Source: an optimization exercise on an open RTL-to-GDS flow (aim: small area). Production flows keep margins and buffers that such runs may drop. In this exercise RTL edits were held to simulation tests only and were not proved equivalent to the original.

==> run a <==
Design CNN_Two_Layer, start of the top module:
module CNN_Two_Layer( 
clk, rst_n,
Start1, Image, Filter1, ReadEn1,
Start2, Filter2, ReadEn2,
ConvResult
    );
==> flow/config.mk <==
export PLATFORM = sky130hd
export DESIGN_NAME = CNN_Two_Layer
export DESIGN_NICKNAME = CNN_Two_Layer
export VERILOG_FILES = /design/flow/design.v
export SDC_FILE = /design/flow/constraint.sdc
export NUM_CORES = 4
export LEC_CHECK = 0
export ABC_AREA = 1
export CAP_MARGIN = 0
export CORE_MARGIN = 2
export CORE_UTILIZATION = 60
export SLEW_MARGIN = 0
==> flow/constraint.sdc <==
create_clock -name core_clock -period 8.0 [get_ports {clk}]
set_input_delay 1.6000 -clock core_clock [delete_from_list [all_inputs] [get_ports {clk}]]
set_output_delay 1.6000 -clock core_clock [all_outputs]
set_load 0.01 [all_outputs]
standard.sh (not shown) runs the stock make flow with config.mk's settings and CLKGATE_MAP_FILE= SYNTH_SCRIPT=/design/flow/synth_recipe.tcl, a recipe that flattens the netlist after the stock synthesis.
==> flow/flow/run.sh <==
#!/bin/bash
# Layout flow: the standard flow (standard.sh), with these changes:
#  * synthesis is the standard flow's synthesis script (synth_recipe.tcl) unchanged except that
#    its final ABC technology mapping runs flow/abc_map.script (ABC's area mapper
#    amap) in place of ORFS's abc_area.script; registers are mapped before ABC
#    runs, so they are exactly the standard synthesis's;
#  * after synthesis, flow/polarity.py removes the inverters that synthesis leaves
#    around full adders (it uses full adders in inverted form where that saves
#    inverters); registers and all other cells are untouched;
#  * ports are buffered with buf_1 cells;
#  * clock tree synthesis uses clkbuf_4 cells in clusters of up to 10 sinks and
#    inserts no dummy loads.
# Each tool's output goes to a log file of its own in this folder.
set -euo pipefail
cd "$(dirname "$0")/.."
WORK=$(pwd)
RES="$WORK/orfs/results/sky130hd/CNN_Two_Layer/base"

cat > "$WORK/own_synth.tcl" <<EOT
proc abc {args} {
  set i [lsearch \$args -script]
  if {\$i >= 0} { set args [lreplace \$args [expr {\$i + 1}] [expr {\$i + 1}] $WORK/flow/abc_map.script] }
  yosys abc {*}\$args
}
source $WORK/synth_recipe.tcl
EOT
sed "s|SYNTH_SCRIPT=[^ ]*|SYNTH_SCRIPT=$WORK/own_synth.tcl|" standard.sh > "$WORK/own_standard.sh"
grep -q "SYNTH_SCRIPT=$WORK/own_synth.tcl" "$WORK/own_standard.sh"

export BUFFER_PORTS_ARGS="-buffer_cell sky130_fd_sc_hd__buf_1"
export CTS_ARGS="-sink_clustering_enable -repair_clock_nets -sink_clustering_size 7 -sink_clustering_max_diameter 40 -buf_list \"sky130_fd_sc_hd__clkbuf_2 sky130_fd_sc_hd__clkbuf_4\" -dont_use_dummy_load"

bash "$WORK/own_standard.sh" "$RES/1_2_yosys.v" > "$WORK/synth.log" 2>&1
cp "$RES/1_2_yosys.v" "$WORK/1_2_yosys.mapped.v"
python3 flow/polarity.py "$RES/1_2_yosys.v" > "$WORK/polarity.log" 2>&1
bash "$WORK/own_standard.sh" > "$WORK/layout.log" 2>&1
==> flow/flow/abc_map.script <==
strash
dch -f
amap
topo
stime -c
buffer -c
upsize -c
dnsize -c
Other scripts of this flow, unchanged in this note and not shown: flow/flow/polarity.py
==> inputs of run b, as changes to run a <==
==> flow/flow/run.sh (replaced) <==
#!/bin/bash
# Layout flow: the standard flow, with three changes:
#  * after the standard synthesis, flow/polarity.py removes the inverters that
#    synthesis leaves around full adders (it uses full adders in inverted form
#    where that saves inverters); registers and all other cells are untouched;
#  * ports are buffered with buf_1 cells;
#  * clock tree synthesis inserts no dummy loads.
# Each tool's output goes to a log file of its own in this folder.
set -euo pipefail
cd "$(dirname "$0")/.."
WORK=$(pwd)
RES="$WORK/orfs/results/sky130hd/CNN_Two_Layer/base"

export BUFFER_PORTS_ARGS="-buffer_cell sky130_fd_sc_hd__buf_1"
export CTS_ARGS="-sink_clustering_enable -repair_clock_nets -sink_clustering_size 16 -sink_clustering_max_diameter 60 -buf_list sky130_fd_sc_hd__clkbuf_8 -dont_use_dummy_load"

bash standard.sh "$RES/1_2_yosys.v" > "$WORK/synth.log" 2>&1
cp "$RES/1_2_yosys.v" "$WORK/1_2_yosys.standard.v"
python3 flow/polarity.py "$RES/1_2_yosys.v" > "$WORK/polarity.log" 2>&1
bash standard.sh > "$WORK/layout.log" 2>&1
ABC_AREA = 0   (was 1)
CAP_MARGIN = 20   (was 0)
CTS_BUF_LIST = sky130_fd_sc_hd__clkbuf_8   (was not set)
CTS_CLUSTER_DIAMETER = 60   (was not set)
CTS_CLUSTER_SIZE = 16   (was not set)
SLEW_MARGIN = 20   (was 0)
removed: flow/flow/abc_map.script
==> metrics.md <==
| Metric | Value |
|---|---|
| GRT busiest layer | met1 |
| Multi-In Gates | 598 |
| CP Capture Point | Layer2.RegisterFile.P[11][18] |
| Met1 Use GR | 0.403 |
| CP Buf/Inv Count | 1 |
| Status | timing/DRC/antenna clean |
| Antenna violations before repair | 0 |
| Final clock-cell share | 0.0231 |
| Via density | 6.15 |
| Met2 wire length | 21,900 um |
Source of the figures above: run b

==> metrics.md <==
| Metric | Value |
|---|---|
| Status | timing/DRC/antenna clean |
| Clock net sink count | 479 |
| GRT busiest layer | met2 |
| Multi-In Gates | 688 |
| Antenna violations before repair | 2 |
| Post-DRT Antenna Nets | 0 |
| Via density | 6.06 |
| Final clock-cell share | 0.0277 |
| CTS Buf Count | 81 |
| CP Buf/Inv Count | 4 |
| Met1 Use GR | 0.348 |
Source of the figures above: run a


* * *

==> v38 <==
Starting RTL as in the previous note.
Settings: LEC_CHECK=0, ABC_AREA=1, CAP_MARGIN=0, CORE_MARGIN=2, CORE_UTILIZATION=70, SLEW_MARGIN=0; clock period 8.0 ns.
==> flow/flow/run.sh <==
#!/bin/bash
# Layout flow: the standard flow (standard.sh), with these changes:
#  * synthesis is the standard flow's synthesis script (synth_recipe.tcl) unchanged except that
#    its final ABC technology mapping runs flow/abc_map.script (ABC's area mapper
#    amap) in place of ORFS's abc_area.script; registers are mapped before ABC
#    runs, so they are exactly the standard synthesis's;
#  * after synthesis, flow/polarity.py removes the inverters that synthesis leaves
#    around full adders (it uses full adders in inverted form where that saves
#    inverters); registers and all other cells are untouched;
#  * ports are buffered with buf_1 cells;
#  * clock tree synthesis uses clkbuf_4 cells in clusters of up to 10 sinks and
#    inserts no dummy loads.
# Each tool's output goes to a log file of its own in this folder.
set -euo pipefail
cd "$(dirname "$0")/.."
WORK=$(pwd)
RES="$WORK/orfs/results/sky130hd/CNN_Two_Layer/base"

cat > "$WORK/own_synth.tcl" <<EOT
proc abc {args} {
  set i [lsearch \$args -script]
  if {\$i >= 0} { set args [lreplace \$args [expr {\$i + 1}] [expr {\$i + 1}] $WORK/flow/abc_map.script] }
  yosys abc {*}\$args
}
source $WORK/synth_recipe.tcl
EOT
sed "s|SYNTH_SCRIPT=[^ ]*|SYNTH_SCRIPT=$WORK/own_synth.tcl|" standard.sh > "$WORK/own_standard.sh"
grep -q "SYNTH_SCRIPT=$WORK/own_synth.tcl" "$WORK/own_standard.sh"

export BUFFER_PORTS_ARGS="-buffer_cell sky130_fd_sc_hd__buf_1"
export CTS_ARGS="-sink_clustering_enable -repair_clock_nets -sink_clustering_size 10 -sink_clustering_max_diameter 50 -buf_list sky130_fd_sc_hd__clkbuf_4 -dont_use_dummy_load"

bash "$WORK/own_standard.sh" "$RES/1_2_yosys.v" > "$WORK/synth.log" 2>&1
cp "$RES/1_2_yosys.v" "$WORK/1_2_yosys.mapped.v"
python3 flow/polarity.py "$RES/1_2_yosys.v" > "$WORK/polarity.log" 2>&1
bash "$WORK/own_standard.sh" > "$WORK/layout.log" 2>&1
==> flow/flow/abc_map.script <==
strash
dch -f
amap
topo
stime -c
buffer -c
upsize -c
dnsize -c
Other scripts of this flow, unchanged in this note and not shown: flow/flow/polarity.py
==> inputs of v37, as changes to v38 <==
==> flow/flow/run.sh (replaced) <==
#!/bin/bash
# Layout flow: the standard flow, with three changes:
#  * after the standard synthesis, flow/polarity.py removes the inverters that
#    synthesis leaves around full adders (it uses full adders in inverted form
#    where that saves inverters); registers and all other cells are untouched;
#  * ports are buffered with buf_1 cells;
#  * clock tree synthesis inserts no dummy loads.
# Each tool's output goes to a log file of its own in this folder.
set -euo pipefail
cd "$(dirname "$0")/.."
WORK=$(pwd)
RES="$WORK/orfs/results/sky130hd/CNN_Two_Layer/base"

export BUFFER_PORTS_ARGS="-buffer_cell sky130_fd_sc_hd__buf_1"
export CTS_ARGS="-sink_clustering_enable -repair_clock_nets -sink_clustering_size 16 -sink_clustering_max_diameter 60 -buf_list sky130_fd_sc_hd__clkbuf_8 -dont_use_dummy_load"

bash standard.sh "$RES/1_2_yosys.v" > "$WORK/synth.log" 2>&1
cp "$RES/1_2_yosys.v" "$WORK/1_2_yosys.standard.v"
python3 flow/polarity.py "$RES/1_2_yosys.v" > "$WORK/polarity.log" 2>&1
bash standard.sh > "$WORK/layout.log" 2>&1
- ABC_AREA: 1 -> 0
- CORE_UTILIZATION: 70 -> 60
removed: flow/flow/abc_map.script
==> flow_metrics.tcl <==
set metrics [dict create \
    slew_headroom_pct 27.9 \
    skew_ns 0.0880 \
    startpoint_type "register" \
    start_util_pct 71.3 \
    status "complete, no violations" \
]
The numbers above come from v38.

==> flow_metrics.tcl <==
set metrics [dict create \
    status "complete, no violations" \
    slew_headroom_pct 28.9 \
    drt_first_iter_violations 1188 \
    startpoint_type "input pin" \
    skew_ns 0.0864 \
]
The numbers above come from v37.


* * *

==> onyx <==
Starting RTL as in the previous note.
clock: 8.0 ns
lec_check: 0
abc_area: 0
cap_margin: 0
core_margin: 2
core_utilization: 60
cts_buf_list: sky130_fd_sc_hd__clkbuf_8
cts_cluster_diameter: 60
cts_cluster_size: 16
slew_margin: 0
run.sh (not shown) runs the stock make flow with config.mk's settings and CLKGATE_MAP_FILE= SYNTH_SCRIPT=/design/flow/synth_recipe.tcl, a recipe that flattens the netlist after the stock synthesis.
Stock flow here: none of the scripts above is used.
==> inputs of lagoon, as changes to onyx <==
Settings changed: ABC_AREA 0 to 1, CAP_MARGIN 0 to 20, CORE_UTILIZATION 60 to 70, CTS_CLUSTER_DIAMETER 60 to 50, CTS_CLUSTER_SIZE 16 to 20, SLEW_MARGIN 0 to 20.
==> comparison table <==
| item | onyx | lagoon |
|---|---|---|
| Run status | timing/DRC/antenna clean | timing/DRC/antenna clean |
| Mean cell area of the mapped netlist | 15.7 sq um | 12.2 sq um |
| Fraction of the cycle the final worst path needs | 92.7% | 93.5% |
| Post-DP Area | 22600 sq um | 22700 sq um |
| Fraction of layout instances using a drive strength above 1 | 12.5% | 6.20% |
| CP Buf/Inv Count | 5 | 7 |
| Non-filler cells in the finished layout | 1909 | 2251 |
| Core area | 35500 sq um | 30700 sq um |
| Die X | 194 microns | 181 microns |
| Area of all placed cells without fillers | 23300 sq um | 23400 sq um |
| Synth top area share | 56.3% | 55.6% |
| Utilization after layout | 65.8% | 76.4% |

* * *

==> job 4251: inputs <==
CNN_Two_Layer again, from the RTL that the note above started with.
export LEC_CHECK = 0
export ABC_AREA = 1
export CAP_MARGIN = 0
export CORE_MARGIN = 2
export CORE_UTILIZATION = 60
export SLEW_MARGIN = 0
create_clock -name core_clock -period 8.0 [get_ports {clk}]
standard.sh (not shown) runs the stock make flow with config.mk's settings and CLKGATE_MAP_FILE= SYNTH_SCRIPT=/design/flow/synth_recipe.tcl, a recipe that flattens the netlist after the stock synthesis.
==> flow/flow/run.sh <==
#!/bin/bash
# Layout flow: the standard flow (standard.sh), with these changes:
#  * synthesis is the standard flow's synthesis script (synth_recipe.tcl) unchanged except that
#    its final ABC technology mapping runs flow/abc_map.script (ABC's area mapper
#    amap) in place of ORFS's abc_area.script; registers are mapped before ABC
#    runs, so they are exactly the standard synthesis's;
#  * after synthesis, flow/polarity.py removes the inverters that synthesis leaves
#    around full adders (it uses full adders in inverted form where that saves
#    inverters); registers and all other cells are untouched;
#  * ports are buffered with buf_1 cells;
#  * clock tree synthesis uses clkbuf_4 cells in clusters of up to 10 sinks and
#    inserts no dummy loads.
# Each tool's output goes to a log file of its own in this folder.
set -euo pipefail
cd "$(dirname "$0")/.."
WORK=$(pwd)
RES="$WORK/orfs/results/sky130hd/CNN_Two_Layer/base"

cat > "$WORK/own_synth.tcl" <<EOT
proc abc {args} {
  set i [lsearch \$args -script]
  if {\$i >= 0} { set args [lreplace \$args [expr {\$i + 1}] [expr {\$i + 1}] $WORK/flow/abc_map.script] }
  yosys abc {*}\$args
}
source $WORK/synth_recipe.tcl
EOT
sed "s|SYNTH_SCRIPT=[^ ]*|SYNTH_SCRIPT=$WORK/own_synth.tcl|" standard.sh > "$WORK/own_standard.sh"
grep -q "SYNTH_SCRIPT=$WORK/own_synth.tcl" "$WORK/own_standard.sh"

export BUFFER_PORTS_ARGS="-buffer_cell sky130_fd_sc_hd__buf_1"
export CTS_ARGS="-sink_clustering_enable -repair_clock_nets -sink_clustering_size 11 -sink_clustering_max_diameter 50 -buf_list sky130_fd_sc_hd__clkbuf_4 -dont_use_dummy_load"

bash "$WORK/own_standard.sh" "$RES/1_2_yosys.v" > "$WORK/synth.log" 2>&1
cp "$RES/1_2_yosys.v" "$WORK/1_2_yosys.mapped.v"
python3 flow/polarity.py "$RES/1_2_yosys.v" > "$WORK/polarity.log" 2>&1
bash "$WORK/own_standard.sh" > "$WORK/layout.log" 2>&1
==> flow/flow/abc_map.script <==
strash
dch -f
amap
topo
stime -c
buffer -c
upsize -c
dnsize -c
Other scripts of this flow, unchanged in this note and not shown: flow/flow/polarity.py
==> inputs of job 193, as changes to job 4251 <==
==> flow/flow/run.sh (replaced) <==
#!/bin/bash
# Layout flow: the standard flow, with three changes:
#  * after the standard synthesis, flow/polarity.py removes the inverters that
#    synthesis leaves around full adders (it uses full adders in inverted form
#    where that saves inverters); registers and all other cells are untouched;
#  * ports are buffered with buf_1 cells;
#  * clock tree synthesis inserts no dummy loads.
# Each tool's output goes to a log file of its own in this folder.
set -euo pipefail
cd "$(dirname "$0")/.."
WORK=$(pwd)
RES="$WORK/orfs/results/sky130hd/CNN_Two_Layer/base"

export BUFFER_PORTS_ARGS="-buffer_cell sky130_fd_sc_hd__buf_1"
export CTS_ARGS="-sink_clustering_enable -repair_clock_nets -sink_clustering_size 10 -sink_clustering_max_diameter 50 -buf_list sky130_fd_sc_hd__clkbuf_4 -dont_use_dummy_load"

bash standard.sh "$RES/1_2_yosys.v" > "$WORK/synth.log" 2>&1
cp "$RES/1_2_yosys.v" "$WORK/1_2_yosys.standard.v"
python3 flow/polarity.py "$RES/1_2_yosys.v" > "$WORK/polarity.log" 2>&1
bash standard.sh > "$WORK/layout.log" 2>&1
removed: flow/flow/abc_map.script
==> inputs of job 4939, as changes to job 4251 <==
--- a/flow/flow/run.sh
+++ b/flow/flow/run.sh
@@ -29,5 +29,5 @@
 
 export BUFFER_PORTS_ARGS="-buffer_cell sky130_fd_sc_hd__buf_1"
-export CTS_ARGS="-sink_clustering_enable -repair_clock_nets -sink_clustering_size 11 -sink_clustering_max_diameter 50 -buf_list sky130_fd_sc_hd__clkbuf_4 -dont_use_dummy_load"
+export CTS_ARGS="-sink_clustering_enable -repair_clock_nets -sink_clustering_size 10 -sink_clustering_max_diameter 50 -buf_list sky130_fd_sc_hd__clkbuf_4 -dont_use_dummy_load"
 
 bash "$WORK/own_standard.sh" "$RES/1_2_yosys.v" > "$WORK/synth.log" 2>&1
==> flow/flow/abc_map.script (replaced) <==
strash
dch -f
amap
topo
==> inputs of job 3719, as changes to job 4251 <==
--- a/flow/flow/run.sh
+++ b/flow/flow/run.sh
@@ -28,6 +28,7 @@
 grep -q "SYNTH_SCRIPT=$WORK/own_synth.tcl" "$WORK/own_standard.sh"
 
+export RECOVER_POWER=100
 export BUFFER_PORTS_ARGS="-buffer_cell sky130_fd_sc_hd__buf_1"
-export CTS_ARGS="-sink_clustering_enable -repair_clock_nets -sink_clustering_size 11 -sink_clustering_max_diameter 50 -buf_list sky130_fd_sc_hd__clkbuf_4 -dont_use_dummy_load"
+export CTS_ARGS="-sink_clustering_enable -repair_clock_nets -sink_clustering_size 10 -sink_clustering_max_diameter 50 -buf_list sky130_fd_sc_hd__clkbuf_4 -dont_use_dummy_load"
 
 bash "$WORK/own_standard.sh" "$RES/1_2_yosys.v" > "$WORK/synth.log" 2>&1
==> summary of the runs <==
- Job 193 passed the timing, design-rule and antenna checks. Job 4939 finished with timing, DRC and antenna clean. Job 4251 completed without violations. Job 3719 completed, yet does not pass: capacitance limit, slew limit.
- Between job 4939 and job 193, the lower worst setup slack is in job 193 (gap 0.068 ns).
- Synthesized area: job 193 is larger than job 4251 (3.7%).
- Via count, lowest first: job 4251, job 3719, job 4939, job 193.
- Hold slack, lowest first: job 193, job 3719, job 4251, job 4939.
- In job 4251 the die area is higher than in job 4939, by 1.1%.
- Core utilization: job 193 is lower than job 3719 (0.85 points).
- The highest routed wire length belongs to job 193, the lowest to job 4251.
==> figures <==
Outcome: job 4251 complete, no violations; job 3719 finished with violations; job 4939 complete, no violations; job 193 complete, no violations
Violated checks: job 4251 -; job 3719 capacitance limit, slew limit; job 4939 -; job 193 -
Number of antenna repair diodes: job 4251 1; job 3719 1; job 4939 3; job 193 2
Kind of start point of the critical path: job 4251 register; job 3719 register; job 4939 register; job 193 input pin
Met3 layer wire length in the routed design: job 4251 3090 um; job 3719 3170 um; job 4939 2640 um; job 193 2530 um
FMAX: job 4251 137 MHz; job 3719 135 MHz; job 4939 133 MHz; job 193 132 MHz
Max-slew violation count: job 4251 0; job 3719 329; job 4939 0; job 193 0
Die Area: job 4251 35,800 um^2; job 3719 35,800 um^2; job 4939 35,400 um^2; job 193 37,100 um^2
Multi-input gate area in the final layout: job 4251 5990 um^2; job 3719 5950 um^2; job 4939 6000 um^2; job 193 6630 um^2
Fin crit period: job 4251 7.28 ns; job 3719 7.38 ns; job 4939 7.51 ns; job 193 7.58 ns
Worst hold path endpoint: job 4251 Layer1.S[1]$_DFF_PN0_; job 3719 Layer2.S[0]$_DFF_PN0_; job 4939 Layer1.S[8]$_DFF_PN0_; job 193 Layer1.S[4]$_DFF_PN0_
Met2 Track Usage GR: job 4251 43.3%; job 3719 43.4%; job 4939 44.0%; job 193 45.0%
Share of cell area taken by flip-flops and latches: job 4251 64.6%; job 3719 64.8%; job 4939 64.4%; job 193 62.5%
Clock transition at path regs: job 4251 0.11 ns; job 3719 0.10 ns; job 4939 0.10 ns; job 193 0.10 ns
Number of signal-net buffers in the layout: job 4251 66; job 3719 66; job 4939 70; job 193 79

==> re-timing with driven ports <==
No port has a modelled driver above. Below, the same layouts with a new extraction and two added sets of constraints. Step 1 sets driving cells, clkbuf_16 on the clock port and buf_2 on the other inputs (assumed; they add their load-dependent delay and slew). Step 2 adds t to the input delays and takes it off the output delays; t is the mean of the earliest and latest rising clock arrival at the registers after step 1. Input paths then give back, and output paths get back, about the clock's delay inside the block. Three values: no drivers, after step 1, after step 2; two values: the first two.
run | t, ns | setup slack, ns | clock arrival spread, ns
run a | 0.762 | 0.709 / 0.709 / 0.141 | 0.066 / 0.066
run b | 0.641 | 0.514 / 0.543 / -0.099 | 0.068 / 0.067
v38 | 0.746 | 0.582 / 0.582 / 0.124 | 0.088 / 0.088
v37 | 0.625 | 0.473 / 0.501 / -0.125 | 0.088 / 0.087
onyx | 0.645 | 0.584 / 0.584 / -0.023 | 0.031 / 0.031
lagoon | 0.611 | 0.521 / 0.551 / -0.060 | 0.041 / 0.042
job 4251 | 0.800 | 0.725 / 0.725 / 0.132 | 0.124 / 0.124
job 193 | 0.824 | 0.421 / 0.447 / -0.377 | 0.090 / 0.090
job 4939 | 0.802 | 0.489 / 0.489 / 0.110 | 0.136 / 0.136
job 3719 | 0.808 | 0.619 / 0.619 / -0.090 | 0.146 / 0.146
For job 193, which loses most, drivers alone change the setup slack by +0.026 ns; drivers and shift together by -0.798 ns.
